This is an optimization exercise on Yosys and OpenROAD, whose aim is small area, a short achievable clock period and few clock cycles, not a production implementation. Only simulation tests tie the RTL to the original design; equivalence was not proved.

==> trial 27 <==
## RSA
module RSA ( key_in, mod_in, data_in, data_out, key_ready, mod_ready, data_ready, resetn, CLK, finish, key_end, mod_end, data_out_ready,state );
export LEC_CHECK = 0
export CAP_MARGIN = 40
export CORE_MARGIN = 2
export CORE_UTILIZATION = 65
export CTS_CLUSTER_DIAMETER = 100
export CTS_CLUSTER_SIZE = 20
export SLEW_MARGIN = 40
export SYNTH_HIERARCHICAL = 1
export SYNTH_MEMORY_MAX_BITS = 8192
create_clock -name core_clock -period 14.0 [get_ports {CLK}]
standard.sh (not shown) runs the stock make flow with config.mk's settings and CLKGATE_MAP_FILE= SYNTH_SCRIPT=/design/flow/synth_recipe.tcl, a recipe that flattens the netlist after the stock synthesis.
==> flow/flow/run.sh <==
#!/bin/bash
# Layout flow: the standard ORFS flow (standard.sh), run with a setup
# repair margin aimed well below the 14 ns clock, so that repair_timing
# keeps sizing and buffering the critical paths after the 14 ns
# constraint is met, with cell resizing not limited to cells of the same
# footprint, and with more antenna repair iterations after detailed
# routing.  The constraints, the synthesis and every step are the
# standard ones.
set -euo pipefail
bash standard.sh SETUP_SLACK_MARGIN=9.3 TNS_END_PERCENT=100 MATCH_CELL_FOOTPRINT=0 \
  MAX_REPAIR_ANTENNAS_ITER_DRT=12 MAX_REPAIR_ANTENNAS_ITER_GRT=8 finish > standard_flow.log 2>&1
==> build 40 (differences from trial 27) <==
--- a/flow/design.v
+++ b/flow/design.v
@@ -116,12 +116,13 @@
    reg          ewv;         
    reg [5:0]    ewl;         
    reg [1023:0] N;           
    reg [1023:0] X;           
    reg          xsign;       
    wire [1024:0] A;          
+   wire [1023:0] nA;         
    reg          a_sign;      
    wire [1026:0] nS, nC;     
    reg [3:0]    Np;          
    reg [4:0]    topw_idx;    
    reg [4:0]    topw_msb;    
    reg          mexam;
@@ -133,13 +134,13 @@
    reg [10:0]   dcnt;
    reg [2:0]    sqcnt;
    reg [4:0]    wcnt;
    reg          wsdbl, cy, pmsb;
    reg [8:0]    di;          
    reg [63:0]   blk;         
-   reg [4:0]    bs;          
+   wire [19:0]  bsq;         
    reg          xstream;     
    reg [3:0]    a_pre;       
    reg          a_top;       
    reg [5:0]    pl_pre;      
    reg [7:0]    elo;         
    reg [6:0]    cin;         
@@ -254,12 +255,19 @@
    wire [7:0] elo_early = {4'b0, ~nS[7:4]} + {4'b0, ~nC[7:4]} + {1'b0, pa} +
                           {4'b0, elo[7:4]};
    wire [7:0] elo_k;
    rsa_add8 ADDK (elo_early, {2'b0, ktab_t}, elo_k);
    wire [7:0] elo_nx = eg[I_PRE2] ? {2'b0, pl_nx} : elo_k;
    wire [15:0] t_oh_nx = 16'd1 << elo_nx[3:0];
+   reg  [5:0]  qs_nx;
+   integer oj;
+   always @(*) begin
+      qs_nx = 6'd0;
+      for (oj = 0; oj < 16; oj = oj + 1)
+        qs_nx = qs_nx | ({6{t_oh_nx[oj]}} & qtab[oj]);
+   end
    wire [9:0] rs0 = {2'b0, ~nS[7:0]} + {2'b0, ~nC[7:0]} + {3'b0, cin};
    wire [1027:0] nrc;
    wire [128:0]  cbound;
    wire [1026:0] nrsum;
    wire [1026:0] nC_res;
    genvar gp;
@@ -289,50 +297,61 @@
             assign nC_res[gp] = 1'b1;
          end
       end
    endgenerate
    assign nrc[0] = 1'b1;
    assign cbound[0] = ~nC[9];
-   wire [7:0] zsv;
+   wire [15:0] zsv;
    wire c_zero = &zsv;
    reg  res_first;      
    wire nx = eg[I_NEXT] | (eg[I_RES] & c_zero & ~res_first);
-   wire [1087:0] Aext = {{63{A[1024]}}, A};
+   wire [1087:0] nAext = {{63{~A[1024]}}, nA};
    wire [8:0] di_p2 = di + 9'd2;
-   wire [4:0] bsel = bs;
-   wire [64*32-1:0] bl0;
    genvar gi;
+   wire [4:0] bs_n = (eg[I_PRE2] | eg[I_RUN]) ? di_p2[8:4] : 5'd0;
+   wire [63:0] bsv0, bsv1, bsv2, bsv3, bsv4;
+   generate
+      for (gi = 0; gi < 4; gi = gi + 1) begin : g_bs
+         rsa_rep #(5) BS (CLK, bs_n, bsq[5*gi +: 5]);
+         assign bsv0[16*gi +: 16] = {16{bsq[5*gi]}};
+         assign bsv1[16*gi +: 16] = {16{bsq[5*gi+1]}};
+         assign bsv2[16*gi +: 16] = {16{bsq[5*gi+2]}};
+         assign bsv3[16*gi +: 16] = {16{bsq[5*gi+3]}};
+         assign bsv4[16*gi +: 16] = {16{bsq[5*gi+4]}};
+      end
+   endgenerate
+   wire [64*32-1:0] bl0;
    generate
       for (gi = 0; gi < 32; gi = gi + 1) begin : g_bl
          if (gi < 17) begin : g_l
-            assign bl0[64*gi +: 64] = Aext[64*gi +: 64];
+            assign bl0[64*gi +: 64] = nAext[64*gi +: 64];
          end else begin : g_z
-            assign bl0[64*gi +: 64] = 64'd0;
+            assign bl0[64*gi +: 64] = {64{1'b1}};
          end
       end
    endgenerate
    wire [64*16-1:0] bl1;
    wire [64*8-1:0]  bl2;
    wire [64*4-1:0]  bl3;
    wire [64*2-1:0]  bl4;
    wire [63:0]      bl5;
    generate
       for (gi = 0; gi < 16; gi = gi + 1) begin : g_b1
-         assign bl1[64*gi +: 64] = bsel[0] ? bl0[64*(2*gi+1) +: 64] : bl0[64*(2*gi) +: 64];
+         assign bl1[64*gi +: 64] = (bsv0 & bl0[64*(2*gi+1) +: 64]) | (~bsv0 & bl0[64*(2*gi) +: 64]);
       end
       for (gi = 0; gi < 8; gi = gi + 1) begin : g_b2
-         assign bl2[64*gi +: 64] = bsel[1] ? bl1[64*(2*gi+1) +: 64] : bl1[64*(2*gi) +: 64];
+         assign bl2[64*gi +: 64] = (bsv1 & bl1[64*(2*gi+1) +: 64]) | (~bsv1 & bl1[64*(2*gi) +: 64]);
       end
       for (gi = 0; gi < 4; gi = gi + 1) begin : g_b3
-         assign bl3[64*gi +: 64] = bsel[2] ? bl2[64*(2*gi+1) +: 64] : bl2[64*(2*gi) +: 64];
+         assign bl3[64*gi +: 64] = (bsv2 & bl2[64*(2*gi+1) +: 64]) | (~bsv2 & bl2[64*(2*gi) +: 64]);
       end
       for (gi = 0; gi < 2; gi = gi + 1) begin : g_b4
-         assign bl4[64*gi +: 64] = bsel[3] ? bl3[64*(2*gi+1) +: 64] : bl3[64*(2*gi) +: 64];
+         assign bl4[64*gi +: 64] = (bsv3 & bl3[64*(2*gi+1) +: 64]) | (~bsv3 & bl3[64*(2*gi) +: 64]);
       end
    endgenerate
-   assign bl5 = bsel[4] ? bl4[127:64] : bl4[63:0];
+   assign bl5 = (bsv4 & bl4[127:64]) | (~bsv4 & bl4[63:0]);
    wire [4*8-1:0] dg1;
    wire [4*4-1:0] dg2;
    wire [4*2-1:0] dg3;
    wire [3:0]     dg4;
    generate
       for (gi = 0; gi < 8; gi = gi + 1) begin : g_d1
@@ -614,14 +633,13 @@
       if (eg[I_RES])
         a_sign <= ~nrsum[1024];
       else if (eg[I_INIT])
         a_sign <= 1'b0;
       else if (eg[I_WS] && wcnt == 5'd31)
         a_sign <= wsgn;
-      blk   <= bl5;
-      bs    <= fetch ? di_p2[8:4] : 5'd0;
+      blk   <= ~bl5;
       a_pre <= dig_f;
       a_top <= a_pre[3];
       pl_pre <= lowcols(spf, A[3:0]);
       elo   <= elo_nx;
       t_oh  <= t_oh_nx;
       cin   <= eg[I_RUN] ? (c4 + {2'b0, a47}) : 7'd0;
@@ -630,41 +648,34 @@
    end
    wire dout_rot_n = (st == ENCRYPT && eg[I_DONE]) ||
                      (st == DATA_OUT && cnt != 5'd30 && cnt != 5'd31);
    wire c_res_n = eg_n[I_RES];
    wire c_rp_n  = eg_n[I_RES] | eg_n[I_PRE2];
    wire c_wop_n = resetn & (eg_n[I_INIT] | eg_n[I_WS] | dout_rot_n);
-   wire [1023:0] A_sh = {topword, A[1023:32]};
+   wire [1023:0] nA_sh = {~topword, nA[1023:32]};
    assign A[1024] = a_sign;
    genvar gs;
    generate
-      for (gs = 0; gs < 8; gs = gs + 1) begin : g_sl
-         localparam integer LO  = 128 * gs;
-         localparam integer HA  = (gs == 7) ? 1023 : 128 * gs + 127;    
-         localparam integer HS  = (gs == 7) ? 1026 : 128 * gs + 127;    
-         localparam integer HW  = (gs == 7) ? W - 1 : 128 * gs + 127;   
+      for (gs = 0; gs < 16; gs = gs + 1) begin : g_sl
+         localparam integer LO  = 64 * gs;
+         localparam integer HA  = (gs == 15) ? 1023 : 64 * gs + 63;    
+         localparam integer HS  = (gs == 15) ? 1026 : 64 * gs + 63;    
+         localparam integer HW  = (gs == 15) ? W - 1 : 64 * gs + 63;   
          wire c_res, c_rp, c_wop;
          wire [5:0] as;
          rsa_rep #(9) CTL (CLK, {c_res_n, c_rp_n, c_wop_n, sp0}, {c_res, c_rp, c_wop, as});
-         wire [15:0] qoh;
-         rsa_rep #(16) QOH (CLK, t_oh_nx, qoh);
-         reg [5:0] qs;
-         integer qi;
-         always @(*) begin
-            qs = 6'd0;
-            for (qi = 0; qi < 16; qi = qi + 1)
-              qs = qs | ({6{qoh[qi]}} & qtab[qi]);
-         end
+         wire [5:0] qs;
+         rsa_rep #(6) QSR (CLK, qs_nx, qs);
          reg [HA-LO:0] a_q;
          reg [HS-LO:0] ns_q, nc_q;
          reg zs_q;
          always @(posedge CLK) begin
             if (c_res)
-              a_q <= ~nrsum[HA:LO];
+              a_q <= nrsum[HA:LO];
             else if (c_wop)
-              a_q <= A_sh[HA:LO];
+              a_q <= nA_sh[HA:LO];
             if (c_res) begin
                ns_q <= nrsum[HS:LO];
                nc_q <= nC_res[HS:LO];
             end
             else if (c_rp) begin
                ns_q <= {(HS-LO+1){1'b1}};
@@ -674,13 +685,14 @@
                ns_q <= nS_mm[HS:LO];
                nc_q <= nC_mm[HS:LO];
             end
             zs_q <= &nC_res[HS:LO];
          end
          assign zsv[gs] = zs_q;
-         assign A[HA:LO]  = a_q;
+         assign nA[HA:LO] = a_q;
+         assign A[HA:LO]  = ~a_q;
          assign nS[HS:LO] = ns_q;
          assign nC[HS:LO] = nc_q;
          assign one0_v[HW:LO] = {(HW-LO+1){as[1]}};
          assign two0_v[HW:LO] = {(HW-LO+1){as[0]}};
          assign neg0_v[HW:LO] = {(HW-LO+1){as[2]}};
          assign one1_v[HW:LO] = {(HW-LO+1){as[4]}};
==> flow/flow/run.sh (replaced) <==
#!/bin/bash
# Layout flow: the standard ORFS flow (standard.sh), run with a setup
# repair margin aimed well below the 14 ns clock, so that repair_timing
# keeps sizing and buffering the critical paths after the 14 ns
# constraint is met, with cell resizing not limited to cells of the same
# footprint, and with more antenna repair iterations after detailed
# routing.  The constraints, the synthesis and every step are the
# standard ones.
set -euo pipefail
bash standard.sh SETUP_SLACK_MARGIN=9.5 TNS_END_PERCENT=100 MATCH_CELL_FOOTPRINT=0 \
  MAX_REPAIR_ANTENNAS_ITER_DRT=12 MAX_REPAIR_ANTENNAS_ITER_GRT=8 finish > standard_flow.log 2>&1
==> run notes <==
* Status: timing/DRC/antenna clean
* Core footprint at 619000 um^2
* Non-clk bufs at 754
* Top post-synthesis cells by area: fa_1, edfxtp_1, dfxtp_1, a22oi_1, xnor2_1
* Worst Min Path Start: E[169]$_DFF_P_
* Crit path largest cell delay at 0.50 ns
* Hold Slack at 0.300 ns
* Area of placed instances at 413000 um^2
* Clock Latency Late Sink at 1.16 ns
the above is filed under trial 27

==> run notes <==
* Status: timing/DRC/antenna clean
* Nets at approximately 36000
* Clock Latency Late Sink at 1.14 ns
* Hold Crit Depth at 0
* Register area share after synthesis at 0.434
* CTS buffer count at 385
* Area of placed instances at 407000 um^2
* Hold Slack at slightly above 0.3 ns
* Crit path largest cell delay at 0.56 ns
* Top post-synthesis cells by area: fa_1, edfxtp_1, dfxtp_1, xnor2_1, xor2_1
* RSZ-0062 raised after global routing: true
* Non-clk bufs at around 630
the above is filed under build 40

Testbench counts of trial 27, summed over its fixed seeds: cycles 1,683,949.
Testbench counts of build 40, summed over its fixed seeds: cycles 1,683,949.


==> job 3744: inputs <==
RSA, a different RTL version from the one above (not shown whole).
==> flow/config.mk <==
export PLATFORM = sky130hd
export DESIGN_NAME = RSA
export DESIGN_NICKNAME = RSA
export VERILOG_FILES = /design/flow/design.v
export SDC_FILE = /design/flow/constraint.sdc
export NUM_CORES = 8
export LEC_CHECK = 0
export CAP_MARGIN = 40
export CORE_MARGIN = 2
export CORE_UTILIZATION = 65
export CTS_CLUSTER_DIAMETER = 100
export CTS_CLUSTER_SIZE = 20
export SLEW_MARGIN = 40
export SYNTH_HIERARCHICAL = 1
export SYNTH_MEMORY_MAX_BITS = 8192
==> flow/constraint.sdc <==
create_clock -name core_clock -period 14.0 [get_ports {CLK}]
set_input_delay 2.8000 -clock core_clock [delete_from_list [all_inputs] [get_ports {CLK}]]
set_output_delay 2.8000 -clock core_clock [all_outputs]
set_load 0.01 [all_outputs]
==> flow/flow/run.sh <==
#!/bin/bash
# Layout flow: the standard ORFS flow (standard.sh), run with a setup
# repair margin aimed well below the 14 ns clock, so that repair_timing
# keeps sizing and buffering the critical paths after the 14 ns
# constraint is met, with cell resizing not limited to cells of the same
# footprint, and with more antenna repair iterations after detailed
# routing.  The constraints, the synthesis and every step are the
# standard ones.
set -euo pipefail
bash standard.sh SETUP_SLACK_MARGIN=9.5 TNS_END_PERCENT=100 MATCH_CELL_FOOTPRINT=0 \
  MAX_REPAIR_ANTENNAS_ITER_DRT=12 MAX_REPAIR_ANTENNAS_ITER_GRT=8 finish > standard_flow.log 2>&1
==> job 4636 (differences from job 3744) <==
--- a/flow/design.v
+++ b/flow/design.v
@@ -133,13 +133,12 @@
    reg [1:0]    src;
    reg [10:0]   dcnt;
    reg [2:0]    sqcnt;
    reg [4:0]    wcnt;
    reg          wsdbl, cy, pmsb;
    reg [8:0]    di;          
-   reg [15:0]   doh;         
    reg [63:0]   blk;         
    wire [19:0]  bsq;         
    reg          xstream;     
    reg [3:0]    a_pre;       
    reg          a_top;       
    reg [5:0]    pl_pre;      
@@ -256,23 +255,19 @@
    wire [7:0] elo_early = {4'b0, ~nS[7:4]} + {4'b0, ~nC[7:4]} + {1'b0, pa} +
                           {4'b0, elo[7:4]};
    wire [7:0] elo_k;
    rsa_add8 ADDK (elo_early, {2'b0, ktab_t}, elo_k);
    wire [7:0] elo_nx = eg[I_PRE2] ? {2'b0, pl_nx} : elo_k;
    wire [15:0] t_oh_nx = 16'd1 << elo_nx[3:0];
-   wire [95:0] qtab_f;
-   wire [23:0] qs_nx;
-   genvar gq;
-   generate
-      for (gq = 0; gq < 16; gq = gq + 1) begin : g_qf
-         assign qtab_f[6*gq +: 6] = qtab[gq];
-      end
-      for (gq = 0; gq < 4; gq = gq + 1) begin : g_qs
-         rsa_qsel QSL (elo_nx[3:0], qtab_f, qs_nx[6*gq +: 6]);
-      end
-   endgenerate
+   reg  [5:0]  qs_nx;
+   integer oj;
+   always @(*) begin
+      qs_nx = 6'd0;
+      for (oj = 0; oj < 16; oj = oj + 1)
+        qs_nx = qs_nx | ({6{t_oh_nx[oj]}} & qtab[oj]);
+   end
    wire [9:0] rs0 = {2'b0, ~nS[7:0]} + {2'b0, ~nC[7:0]} + {3'b0, cin};
    wire [1027:0] nrc;
    wire [128:0]  cbound;
    wire [1026:0] nrsum;
    wire [1026:0] nC_res;
    genvar gp;
@@ -351,23 +346,30 @@
       end
       for (gi = 0; gi < 2; gi = gi + 1) begin : g_b4
          assign bl4[64*gi +: 64] = (bsv3 & bl3[64*(2*gi+1) +: 64]) | (~bsv3 & bl3[64*(2*gi) +: 64]);
       end
    endgenerate
    assign bl5 = (bsv4 & bl4[127:64]) | (~bsv4 & bl4[63:0]);
-   reg  [3:0] lv9, xsel;
-   integer dk;
-   always @(*) begin
-      lv9 = 4'd0;
-      xsel = 4'd0;
-      for (dk = 0; dk < 16; dk = dk + 1) begin
-         lv9 = lv9 | ({4{doh[dk]}} & blk[4*dk +: 4]);
-         xsel = xsel | ({4{doh[dk]}} & X[4*(dk % 8) +: 4]);
+   wire [4*8-1:0] dg1;
+   wire [4*4-1:0] dg2;
+   wire [4*2-1:0] dg3;
+   wire [3:0]     dg4;
+   generate
+      for (gi = 0; gi < 8; gi = gi + 1) begin : g_d1
+         assign dg1[4*gi +: 4] = di[0] ? blk[4*(2*gi+1) +: 4] : blk[4*(2*gi) +: 4];
       end
-   end
-   wire [3:0] xdig = di[8] ? {4{xsign}} : xsel;
+      for (gi = 0; gi < 4; gi = gi + 1) begin : g_d2
+         assign dg2[4*gi +: 4] = di[1] ? dg1[4*(2*gi+1) +: 4] : dg1[4*(2*gi) +: 4];
+      end
+      for (gi = 0; gi < 2; gi = gi + 1) begin : g_d3
+         assign dg3[4*gi +: 4] = di[2] ? dg2[4*(2*gi+1) +: 4] : dg2[4*(2*gi) +: 4];
+      end
+   endgenerate
+   assign dg4 = di[3] ? dg3[7:4] : dg3[3:0];
+   wire [3:0] lv9 = dg4;
+   wire [3:0] xdig = di[8] ? {4{xsign}} : X[4*di[2:0] +: 4];
    wire [3:0] dig_fetch = (src == SRC_A) ? lv9 :
                           (src == SRC_X) ? xdig :
                           ((di == 9'd0) ? 4'd1 : 4'd0);
    wire fetch = eg[I_PRE2] | eg[I_RUN];
    wire shift_x = st_dget | (fetch & (di[2:0] == 3'd7) & ~di[8] & ((src == SRC_X) | xstream));
    wire [31:0] xtop = st_dget ? data_in : (xstream ? blk[32*di[3] +: 32] : X[31:0]);
@@ -569,29 +571,26 @@
               wcnt <= wcnt + 5'd1;
               cy <= wsum[32];
               pmsb <= aw[31];
            end
            eg[I_PRE2]: begin
               di <= di + 9'd1;
-              doh <= {doh[14:0], doh[15]};
            end
            eg[I_RUN]: begin
               di <= di + 9'd1;
-              doh <= {doh[14:0], doh[15]};
               if (di == 9'd258) res_first <= 1'b1;
            end
            nx: begin
               phase <= n_phase;
               dcnt <= n_dcnt;
               sqcnt <= n_sqcnt;
               cbit <= n_cbit;
               if (n_copy) xstream <= 1'b1;
               if (n_mm) begin
                  src <= n_src;
                  di <= 9'd1;
-                 doh <= 16'd2;
               end
               else if (n_ws) begin
                  wsdbl <= n_wsdbl;
                  wcnt <= 5'd0; pmsb <= 1'b0;
                  cy <= n_wsdbl & ~A[1024];
               end
@@ -662,13 +661,13 @@
          localparam integer HS  = (gs == 15) ? 1026 : 64 * gs + 63;    
          localparam integer HW  = (gs == 15) ? W - 1 : 64 * gs + 63;   
          wire c_res, c_rp, c_wop;
          wire [5:0] as;
          rsa_rep #(9) CTL (CLK, {c_res_n, c_rp_n, c_wop_n, sp0}, {c_res, c_rp, c_wop, as});
          wire [5:0] qs;
-         rsa_rep #(6) QSR (CLK, qs_nx[6*(gs/4) +: 6], qs);
+         rsa_rep #(6) QSR (CLK, qs_nx, qs);
          reg [HA-LO:0] a_q;
          reg [HS-LO:0] ns_q, nc_q;
          reg zs_q;
          always @(posedge CLK) begin
             if (c_res)
               a_q <= nrsum[HA:LO];
@@ -713,18 +712,12 @@
    input          CLK;
    input  [W-1:0] d;
    output [W-1:0] q;
    reg    [W-1:0] q;
    always @(posedge CLK) q <= d;
 endmodule
-module rsa_qsel (e, tab, q);
-   input  [3:0]  e;
-   input  [95:0] tab;
-   output [5:0]  q;
-   assign q = tab[6*e +: 6];
-endmodule
 module rsa_add8 (a, b, s);
    input  [7:0] a, b;
    output [7:0] s;
    assign s = a + b;
 endmodule
 module rsa_fa (a, b, c, s, co);
==> flow/flow/run.sh (replaced) <==
#!/bin/bash
# Layout flow: the standard ORFS flow (standard.sh), run with a setup
# repair margin aimed well below the 14 ns clock, so that repair_timing
# keeps sizing and buffering the critical paths after the 14 ns
# constraint is met, with cell resizing not limited to cells of the same
# footprint, and with more antenna repair iterations after detailed
# routing.  The constraints, the synthesis and every step are the
# standard ones.
set -euo pipefail
bash standard.sh SETUP_SLACK_MARGIN=9.7 TNS_END_PERCENT=100 MATCH_CELL_FOOTPRINT=0 \
  MAX_REPAIR_ANTENNAS_ITER_DRT=12 MAX_REPAIR_ANTENNAS_ITER_GRT=8 finish > standard_flow.log 2>&1
==> comparison table <==
metric	job 4636	job 3744
Outcome	failed layout checks	complete, no violations
Violated checks	antenna rules	-
Launching element of the worst setup path	di[0]	doh[10]
Pin count of the biggest net entering global routing	227	176
Register fraction of the total cell area	0.4096	0.4101
Detailed-routing wirelength on met1	473000 µm	476300 µm
Die width	786 µm	789.4 µm
Starting density of the core	0.6515	0.6522
Storage element area	172900 µm²	173300 µm²
Fin cells	39070	39080
Layout clock buffers	661	652
Skew final	0.1299 ns	0.1163 ns
Critical-path cell with the highest stage delay	sky130_fd_sc_hd__mux4_2	sky130_fd_sc_hd__edfxtp_1
Testbench counts of job 3744, summed over its fixed seeds: cycles 1,683,949.
Testbench counts of job 4636, summed over its fixed seeds: cycles 1,683,949.

==> afterwards: timing with drivers on the ports <==
How much do the figures lean on ideal ports? The routed layouts below were timed once more, with nothing changed but the port constraints.
Step 1: set_driving_cell puts a clkbuf_16 on CLK and a buf_2 on each other input, an assumption about the parent block.
Step 2 also shifts input and output timing later by t, the mid clock arrival at the registers, as if the neighbouring blocks saw the same clock.
Three values: ideal, step 1, step 2; two values: the first two.
| run | shift t [ns] | setup slack, ns | worst setup path after step 2 |
|---|---|---|---|
| trial 27 | 1.256 | 9.161 / 9.144 / 8.315 | input to register |
| build 40 | 1.219 | 9.417 / 9.378 / 8.532 | input to register |
| job 3744 | 1.222 | 9.190 / 9.190 / 8.463 | input to register |
| job 4636 | 1.216 | 9.376 / 9.376 / 8.748 | input to register |
For build 40, which loses most, drivers alone change the setup slack by -0.039 ns; drivers and shift together by -0.885 ns.
